Source: an optimization exercise on an open RTL-to-GDS flow (aim: small area). Production flows keep margins and buffers that such runs may drop.
Function was checked by simulation only, so behaviour that the tests miss may differ from the original.
The flow treats the clock pin as an ideal source. Dropping or thinning the clock tree relies on that and would not hold on a real chip.

== trial 21 ==
## frequence_divider
module frequence_divider(input iClk, input rst, output reg oClk);
==> module frequence_divider, before the edit <==
module frequence_divider(input iClk, input rst, output reg oClk);
	localparam [24:0] T = 25'h1ca98db;
	reg  [24:0] s;
	wire [24:0] d;
	wire rstn, x, tcn, oclk_x, oclk_d;
	fd_inv   u_rstn (.a(rst), .y(rstn));
	fd_nand2 u_d1 (.a(rstn), .b(s[0]), .y(d[1]));
	fd_nor2  u_d2 (.a(rst), .b(s[1]), .y(d[2]));
	fd_nand2 u_d3 (.a(rstn), .b(s[2]), .y(d[3]));
	fd_nand2 u_d4 (.a(rstn), .b(s[3]), .y(d[4]));
	fd_nor2  u_d5 (.a(rst), .b(s[4]), .y(d[5]));
	fd_nand2 u_d6 (.a(rstn), .b(s[5]), .y(d[6]));
	fd_nand2 u_d7 (.a(rstn), .b(s[6]), .y(d[7]));
	fd_nor2  u_d8 (.a(rst), .b(s[7]), .y(d[8]));
	fd_nor2  u_d9 (.a(rst), .b(s[8]), .y(d[9]));
	fd_nor2  u_d10 (.a(rst), .b(s[9]), .y(d[10]));
	fd_nand2 u_d11 (.a(rstn), .b(s[10]), .y(d[11]));
	assign d[12] = s[11];
	fd_a21oi u_d13 (.a1(tcn), .a2(s[12]), .b1(rst), .y(d[13]));
	fd_nor2  u_d14 (.a(rst), .b(s[13]), .y(d[14]));
	fd_nand2 u_d15 (.a(rstn), .b(s[14]), .y(d[15]));
	fd_nor2  u_d16 (.a(rst), .b(s[15]), .y(d[16]));
	fd_nand2 u_d17 (.a(rstn), .b(s[16]), .y(d[17]));
	fd_nor2  u_d18 (.a(rst), .b(s[17]), .y(d[18]));
	fd_nand2 u_d19 (.a(rstn), .b(s[18]), .y(d[19]));
	fd_nor2  u_d20 (.a(rst), .b(s[19]), .y(d[20]));
	fd_nor2  u_d21 (.a(rst), .b(s[20]), .y(d[21]));
	fd_nand2 u_d22 (.a(rstn), .b(s[21]), .y(d[22]));
	fd_nand2 u_d23 (.a(rstn), .b(s[22]), .y(d[23]));
	assign d[24] = s[23];
	fd_xor2  u_fb (.a(s[24]), .b(s[2]), .y(x));
	fd_nand3 u_d0 (.a(rstn), .b(tcn), .c(x), .y(d[0]));
	wire [2:0] m, g;
	fd_nand4 u_m0 (.a(s[11]), .b(s[23]), .c(s[0]), .d(s[1]), .y(m[0]));
	fd_nand4 u_m1 (.a(d[3]), .b(s[3]), .c(s[4]), .d(d[6]), .y(m[1]));
	fd_nand4 u_m2 (.a(s[6]), .b(s[7]), .c(d[9]), .d(d[10]), .y(m[2]));
	fd_nor4  u_g0 (.a(m[0]), .b(s[13]), .c(s[14]), .d(d[16]), .y(g[0]));
	fd_nor4  u_g1 (.a(m[1]), .b(s[16]), .c(d[18]), .d(s[18]), .y(g[1]));
	fd_nor4  u_g2 (.a(m[2]), .b(d[20]), .c(s[20]), .d(d[23]), .y(g[2]));
	fd_nand4 u_tc (.a(g[0]), .b(g[1]), .c(g[2]), .d(d[11]), .y(tcn));
	fd_xor2  u_ox (.a(oClk), .b(tcn), .y(oclk_x));
	fd_nor2  u_od (.a(rst), .b(oclk_x), .y(oclk_d));
	always @(posedge iClk) begin
		s    <= d;
		oClk <= oclk_d;
	end
endmodule
==> module fd_nor4, before the edit <==
module fd_nor4(input a, b, c, d, output y);
	assign y = ~(a | b | c | d);
endmodule
Settings: LEC_CHECK=0, CAP_MARGIN=20, CORE_AREA=2 2 64 64, CTS_BUF_LIST=sky130_fd_sc_hd__clkbuf_8, DIE_AREA=0 0 66 66, PLACE_DENSITY=0.9, SLEW_MARGIN=20, SYNTH_HIERARCHICAL=1; clock period 20.0 ns.
standard.sh (not shown) runs the stock make flow with config.mk's settings and CLKGATE_MAP_FILE= SYNTH_SCRIPT=/design/flow/synth_recipe.tcl, a recipe that flattens the netlist after the stock synthesis.
==> flow/flow/run.sh <==
#!/bin/bash
# The standard layout with three changes:
#  - after floorplan, every combinational gate gets the smallest drive
#    strength of its function (flow/downsize.tcl);
#  - the port buffers are buf_1 cells (BUFFER_PORTS_ARGS);
#  - the clock tree is one level of clock buffers, each at the centre of the
#    registers it drives (flow/one_clkbuf.tcl, sourced before CTS).
# Each tool's output goes to standard.log in this folder.
set -euo pipefail
export BUFFER_PORTS_ARGS="-buffer_cell sky130_fd_sc_hd__buf_1"
export POST_FLOORPLAN_TCL="$PWD/flow/downsize.tcl"
export PRE_CTS_TCL="$PWD/flow/one_clkbuf.tcl"
export CLKBUF_GROUPS="${CLKBUF_GROUPS:-sky130_fd_sc_hd__clkbuf_4 13 sky130_fd_sc_hd__clkbuf_4 13}"
bash standard.sh > standard.log 2>&1
Other scripts of this flow, unchanged in this note and not shown: flow/flow/downsize.tcl, flow/flow/one_clkbuf.tcl
Trial 21 ran to completion and came out clean on the timing, design-rule and antenna checks.
Relative to trial 21, the following input files were edited for build 18:
--- a/flow/design.v
+++ b/flow/design.v
@@ -27,20 +27,23 @@
 	fd_nor2  u_d21 (.a(rst), .b(s[20]), .y(d[21]));
 	fd_nand2 u_d22 (.a(rstn), .b(s[21]), .y(d[22]));
 	fd_nand2 u_d23 (.a(rstn), .b(s[22]), .y(d[23]));
 	assign d[24] = s[23];
 	fd_xor2  u_fb (.a(s[24]), .b(s[2]), .y(x));
 	fd_nand3 u_d0 (.a(rstn), .b(tcn), .c(x), .y(d[0]));
-	wire [2:0] m, g;
-	fd_nand4 u_m0 (.a(s[11]), .b(s[23]), .c(s[0]), .d(s[1]), .y(m[0]));
-	fd_nand4 u_m1 (.a(d[3]), .b(s[3]), .c(s[4]), .d(d[6]), .y(m[1]));
-	fd_nand4 u_m2 (.a(s[6]), .b(s[7]), .c(d[9]), .d(d[10]), .y(m[2]));
-	fd_nor4  u_g0 (.a(m[0]), .b(s[13]), .c(s[14]), .d(d[16]), .y(g[0]));
-	fd_nor4  u_g1 (.a(m[1]), .b(s[16]), .c(d[18]), .d(s[18]), .y(g[1]));
-	fd_nor4  u_g2 (.a(m[2]), .b(d[20]), .c(s[20]), .d(d[23]), .y(g[2]));
-	fd_nand4 u_tc (.a(g[0]), .b(g[1]), .c(g[2]), .d(d[11]), .y(tcn));
+	wire [5:0] m;
+	fd_nand4 u_m0 (.a(s[0]), .b(s[1]), .c(d[3]), .d(s[3]), .y(m[0]));
+	fd_nand4 u_m1 (.a(s[4]), .b(d[6]), .c(s[6]), .d(s[7]), .y(m[1]));
+	fd_nand4 u_m2 (.a(d[9]), .b(d[10]), .c(d[11]), .d(s[11]), .y(m[2]));
+	fd_nand4 u_m3 (.a(d[14]), .b(d[15]), .c(s[15]), .d(d[17]), .y(m[3]));
+	fd_nand3 u_m4 (.a(s[17]), .b(d[19]), .c(s[19]), .y(m[4]));
+	fd_nand3 u_m5 (.a(d[21]), .b(s[22]), .c(s[23]), .y(m[5]));
+	wire g0, g1;
+	fd_nor3  u_g0 (.a(m[0]), .b(m[1]), .c(m[2]), .y(g0));
+	fd_nor3  u_g1 (.a(m[3]), .b(m[4]), .c(m[5]), .y(g1));
+	fd_nand2 u_tc (.a(g0), .b(g1), .y(tcn));
 	fd_xor2  u_ox (.a(oClk), .b(tcn), .y(oclk_x));
 	fd_nor2  u_od (.a(rst), .b(oclk_x), .y(oclk_d));
 	always @(posedge iClk) begin
 		s    <= d;
 		oClk <= oclk_d;
 	end
@@ -54,17 +57,17 @@
 module fd_nor2(input a, b, output y);
 	assign y = ~(a | b);
 endmodule
 module fd_nand3(input a, b, c, output y);
 	assign y = ~(a & b & c);
 endmodule
+module fd_nor3(input a, b, c, output y);
+	assign y = ~(a | b | c);
+endmodule
 module fd_nand4(input a, b, c, d, output y);
 	assign y = ~(a & b & c & d);
-endmodule
-module fd_nor4(input a, b, c, d, output y);
-	assign y = ~(a | b | c | d);
 endmodule
 module fd_xor2(input a, b, output y);
 	assign y = a ^ b;
 endmodule
 module fd_a21oi(input a1, a2, b1, output y);
 	assign y = ~((a1 & a2) | b1);
### Flow results
Worst slack at placement up 280 ps in build 18 wrt trial 21
Build 18: combined area of all synthesized cells about 0.54% below trial 21
Build 18 gives less average wire length per cell after detail routing than trial 21 did.
Build 18 against trial 21: final worst-path setup slack up 290 ps, design area now larger.
No run of this note takes its clock network from TritonCTS; it comes from the design's own scripts or RTL.

## afterwards: timing with drivers on the ports
The flow's constraints put no driver on any port. The routed layouts listed below were extracted and timed again, unchanged, in two steps.
Step 1 (the two cells are an assumption about what drives the block):
set clk [get_ports {iClk}]
set_driving_cell -lib_cell sky130_fd_sc_hd__clkbuf_16 $clk
set_driving_cell -lib_cell sky130_fd_sc_hd__buf_2 [delete_from_list [all_inputs] $clk]
Step 2 adds t to the input delays and takes it off the output delays; t is the mean of the earliest and latest rising clock arrival at the registers after step 1. Input paths then give back, and output paths get back, about the clock's delay inside the block.
a / b / c = ideal / step 1 / step 2; a / b = the first two.
run	t, ns	setup WS [ns]	worst hold slack (ns)	worst register clock-pin slew, ns
trial 21	0.195	14.258 / 14.260 / 14.065	0.358 / 0.358 / 0.358	0.12 / 0.12
build 18	0.195	14.550 / 14.551 / 14.356	0.363 / 0.363 / 0.363	0.12 / 0.12
After both steps every run listed still meets setup and hold. The setup slack of build 18, which loses most, moves by +0.001 ns with the drivers and by -0.194 ns with both steps.
